This design comes from an exercise in tuning for small area on the open sky130 flow, not from production work.
The clock port is modelled as an ideal driver; clocking choices that lean on that would not hold on a real chip.
No activity file was given, so power comes from the tool's default toggle rates.

==> module uart_fifo, before the edit <==
module uart_fifo(
    input clk,
    input reset,
    input uart_rx,
    output uart_tx,
    output [7:0] led
);
    reg ract;
    reg [7:0] u;
    reg sb;
    reg fwr;
    wire rsmp = ract & (u[3:0] == 4'd15);
    wire rend = ract & (u == 8'h0f);
    wire rrdy = sb & ~ract;
    always @(posedge clk or posedge reset) begin
        if (reset) begin
            ract <= 1'b0;
            sb <= 1'b0;
            fwr <= 1'b0;
        end else begin
            fwr <= rrdy;
            if (!ract) ract <= ~uart_rx;
            else if (rend) ract <= 1'b0;
            if (rsmp) sb <= uart_rx | rend;
            else if (!ract) sb <= 1'b0;
        end
    end
    always @(posedge clk) begin
        u <= ract ? u + 8'd1 : 8'h70;
    end
    reg cnt;
    reg [3:0] pw, pr;
    reg busy;                
    reg [7:0] tl;
    wire rd = cnt & ~busy;
    reg [7:0] ring [0:15];
    wire [7:0] tap = ring[15];
    wire wbit = ract & u[7] & (pw == 4'd15);
    wire trot;
    wire [7:0] rin = (wbit | trot) ? {wbit ? sb : tap[0], tap[7:1]} : tap;
    integer i;
    always @(posedge clk) begin
        ring[0] <= rin;
        for (i = 1; i < 16; i = i + 1) ring[i] <= ring[i-1];
    end
    always @(posedge clk or posedge reset) begin
        if (reset) begin
            cnt <= 1'b0;
            pw <= 4'd0;
            pr <= 4'd0;
        end else begin
            cnt <= ~rd & (cnt | fwr);
            pw <= pw + 4'd1 + {3'd0, fwr};
            pr <= pr + 4'd1 + {3'd0, rd};
        end
    end
    reg [7:0] nxt;
    wire fwin = busy & ~tl[7] & ~(tl[5] & tl[4]) & ~(tl[5] & (tl[3:0] == 4'd15));
    wire fetch = fwin & (pr == 4'd15);
    wire cap = wbit & ~cnt & (pw == pr);
    always @(posedge clk) begin
        if (fetch | cap) nxt <= rin;
    end
    reg [7:0] dout;
    always @(posedge clk or posedge reset) begin
        if (reset) dout <= 8'd0;
        else if (rd) dout <= nxt;
    end
    reg flag;                
    reg pre;                 
    reg tx;
    wire [8:0] tl1 = {1'b0, tl} + 9'd1;
    always @(posedge clk or posedge reset) begin
        if (reset) busy <= 1'b0;
        else busy <= rd | (busy & ~tl1[8]);
    end
    always @(posedge clk) tl <= rd ? 8'h5f : tl1[7:0];
    wire tslot = (pw == {3'd0, flag});
    assign trot = tslot & busy & ((tl[7] & ~(tl[6] & tl[5] & tl[4])) | (tl[7:4] == 4'd7));
    wire nb = tslot ? tap[0] : pre;
    always @(posedge clk) begin
        if (busy & ~tl[7] & ~tl[5]) flag <= 1'b0;
        else if (fwr) flag <= 1'b1;
        pre <= nb;
    end
    always @(posedge clk or posedge reset) begin
        if (reset) tx <= 1'b1;
        else if (busy & (tl[3:0] == 4'd15) & (tl[7] | tl[5]))
            tx <= (~tl[7] & ~tl[4]) ? 1'b0 : (tl[7:4] == 4'd15) ? 1'b1 : nb;
    end
    assign uart_tx = tx;
    assign led = dout;
endmodule
Settings: LEC_CHECK=0, CAP_MARGIN=20, CORE_MARGIN=2, CORE_UTILIZATION=60, SLEW_MARGIN=20; clock period 10.0 ns.
standard.sh (not shown) runs the stock make flow with config.mk's settings and CLKGATE_MAP_FILE= SYNTH_SCRIPT=/design/flow/synth_recipe.tcl, a recipe that flattens the netlist after the stock synthesis.
==> flow/flow/run.sh <==
#!/bin/bash
# Standard layout, except:
# - the clock tree is built by flow/clock_tree.tcl before CTS (a root buffer
#   and one clkbuf_16 per region of registers); CTS then skips its nets;
# - ports are buffered with buf_1;
# - after global routing, gates off the critical paths are downsized
#   (ORFS's power recovery, on all paths).
set -o pipefail
export PRE_CTS_TCL="$PWD/flow/clock_tree.tcl"
export BUFFER_PORTS_ARGS="-buffer_cell sky130_fd_sc_hd__buf_1"
export RECOVER_POWER=100
bash standard.sh > standard.log 2>&1
Other scripts of this flow, unchanged in this note and not shown: flow/flow/clock_tree.tcl
Then changed:
--- a/flow/design.v
+++ b/flow/design.v
@@ -7,10 +7,14 @@
     output [7:0] led
 );
+    function [3:0] db;
+        input [3:0] q;
+        db = {q[2:0], q[3] ^ q[2] ^ (q[2:0] == 3'd0)};
+    endfunction
     reg ract;
-    reg [7:0] u;
+    reg [3:0] ul, uh;
     reg sb;
     reg fwr;
-    wire rsmp = ract & (u[3:0] == 4'd15);
-    wire rend = ract & (u == 8'h0f);
+    wire rsmp = ract & (ul == 4'd8);
+    wire rend = rsmp & (uh == 4'd0);
     wire rrdy = sb & ~ract;
     always @(posedge clk or posedge reset) begin
@@ -28,14 +32,15 @@
     end
     always @(posedge clk) begin
-        u <= ract ? u + 8'd1 : 8'h70;
+        ul <= ract ? db(ul) : 4'd0;
+        uh <= ract ? uh + {3'd0, ul == 4'd8} : 4'd7;
     end
     reg cnt;
     reg [3:0] pw, pr;
     reg busy;                
-    reg [7:0] tl;
+    reg [3:0] tlo, th;       
     wire rd = cnt & ~busy;
     reg [7:0] ring [0:15];
     wire [7:0] tap = ring[15];
-    wire wbit = ract & u[7] & (pw == 4'd15);
+    wire wbit = ract & uh[3] & (pw == 4'd15);
     wire trot;
     wire [7:0] rin = (wbit | trot) ? {wbit ? sb : tap[0], tap[7:1]} : tap;
@@ -57,7 +62,7 @@
     end
     reg [7:0] nxt;
-    wire fwin = busy & ~tl[7] & ~(tl[5] & tl[4]) & ~(tl[5] & (tl[3:0] == 4'd15));
+    wire fwin = busy & ~th[3] & ~(th[1] & th[0]) & ~(th[1] & (tlo == 4'd8));
     wire fetch = fwin & (pr == 4'd15);
-    wire cap = wbit & ~cnt & (pw == pr);
+    wire cap = wbit & ~cnt & (pr == 4'd15);    
     always @(posedge clk) begin
         if (fetch | cap) nxt <= rin;
@@ -71,15 +76,17 @@
     reg pre;                 
     reg tx;
-    wire [8:0] tl1 = {1'b0, tl} + 9'd1;
     always @(posedge clk or posedge reset) begin
         if (reset) busy <= 1'b0;
-        else busy <= rd | (busy & ~tl1[8]);
+        else busy <= rd | (busy & ~((th == 4'd15) & (tlo == 4'd8)));
     end
-    always @(posedge clk) tl <= rd ? 8'h5f : tl1[7:0];
+    always @(posedge clk) begin
+        tlo <= rd ? 4'd8 : db(tlo);
+        th <= rd ? 4'd5 : th + {3'd0, tlo == 4'd8};
+    end
     wire tslot = (pw == {3'd0, flag});
-    assign trot = tslot & busy & ((tl[7] & ~(tl[6] & tl[5] & tl[4])) | (tl[7:4] == 4'd7));
+    assign trot = tslot & busy & ((th[3] & ~(th[2] & th[1] & th[0])) | (th == 4'd7));
     wire nb = tslot ? tap[0] : pre;
     always @(posedge clk) begin
-        if (busy & ~tl[7] & ~tl[5]) flag <= 1'b0;
+        if (busy & ~th[3] & ~th[1]) flag <= 1'b0;
         else if (fwr) flag <= 1'b1;
         pre <= nb;
@@ -87,6 +94,6 @@
     always @(posedge clk or posedge reset) begin
         if (reset) tx <= 1'b1;
-        else if (busy & (tl[3:0] == 4'd15) & (tl[7] | tl[5]))
-            tx <= (~tl[7] & ~tl[4]) ? 1'b0 : (tl[7:4] == 4'd15) ? 1'b1 : nb;
+        else if (busy & (tlo == 4'd8) & (th[3] | th[1]))
+            tx <= (~th[3] & ~th[0]) ? 1'b0 : (th == 4'd15) ? 1'b1 : nb;
     end
     assign uart_tx = tx;
After rerunning:
- The changed run finished clean
- cell count falls by 2.3%
- via count falls by about 3%
- die area falls by about 1.1%
- global-route usage falls by 0.74 points
- hold slack gets better by 0.0035 ns
- fmax stays flat
- design area falls by 1.0%
- worst setup slack is about the same
- wire length falls by 7.4%
- first-iteration DRC count rises by 50%
- utilization rises by 1.7 points
- total power falls by 22%
- clock power is about the same
No functional check of the RTL was part of any run of this note.

## afterwards: timing with drivers on the ports
The flow's constraints put no driver on any port. The routed layouts listed below were extracted and timed again, unchanged, in two steps.
Step 1 (the two cells are an assumption about what drives the block):
set clk [get_ports {clk}]
set_driving_cell -lib_cell sky130_fd_sc_hd__clkbuf_16 $clk
set_driving_cell -lib_cell sky130_fd_sc_hd__buf_2 [delete_from_list [all_inputs] $clk]
Step 2, shift: input delay + t, output delay - t, t = (earliest + latest rising clock arrival at the registers) / 2. This alone moves slack from input paths to output paths.
Three values: ideal, step 1, step 2; two values: the first two.
run | t (ns) | setup WS [ns] | worst hold slack (ns) | worst register clock-pin slew, ns
the first run | 0.478 | 6.844 / 6.819 / 7.297 | 0.324 / 0.324 / 0.324 | 0.12 / 0.12
the second run | 0.495 | 6.842 / 6.814 / 7.309 | 0.327 / 0.327 / 0.327 | 0.12 / 0.12
After both steps every run listed still meets setup and hold.
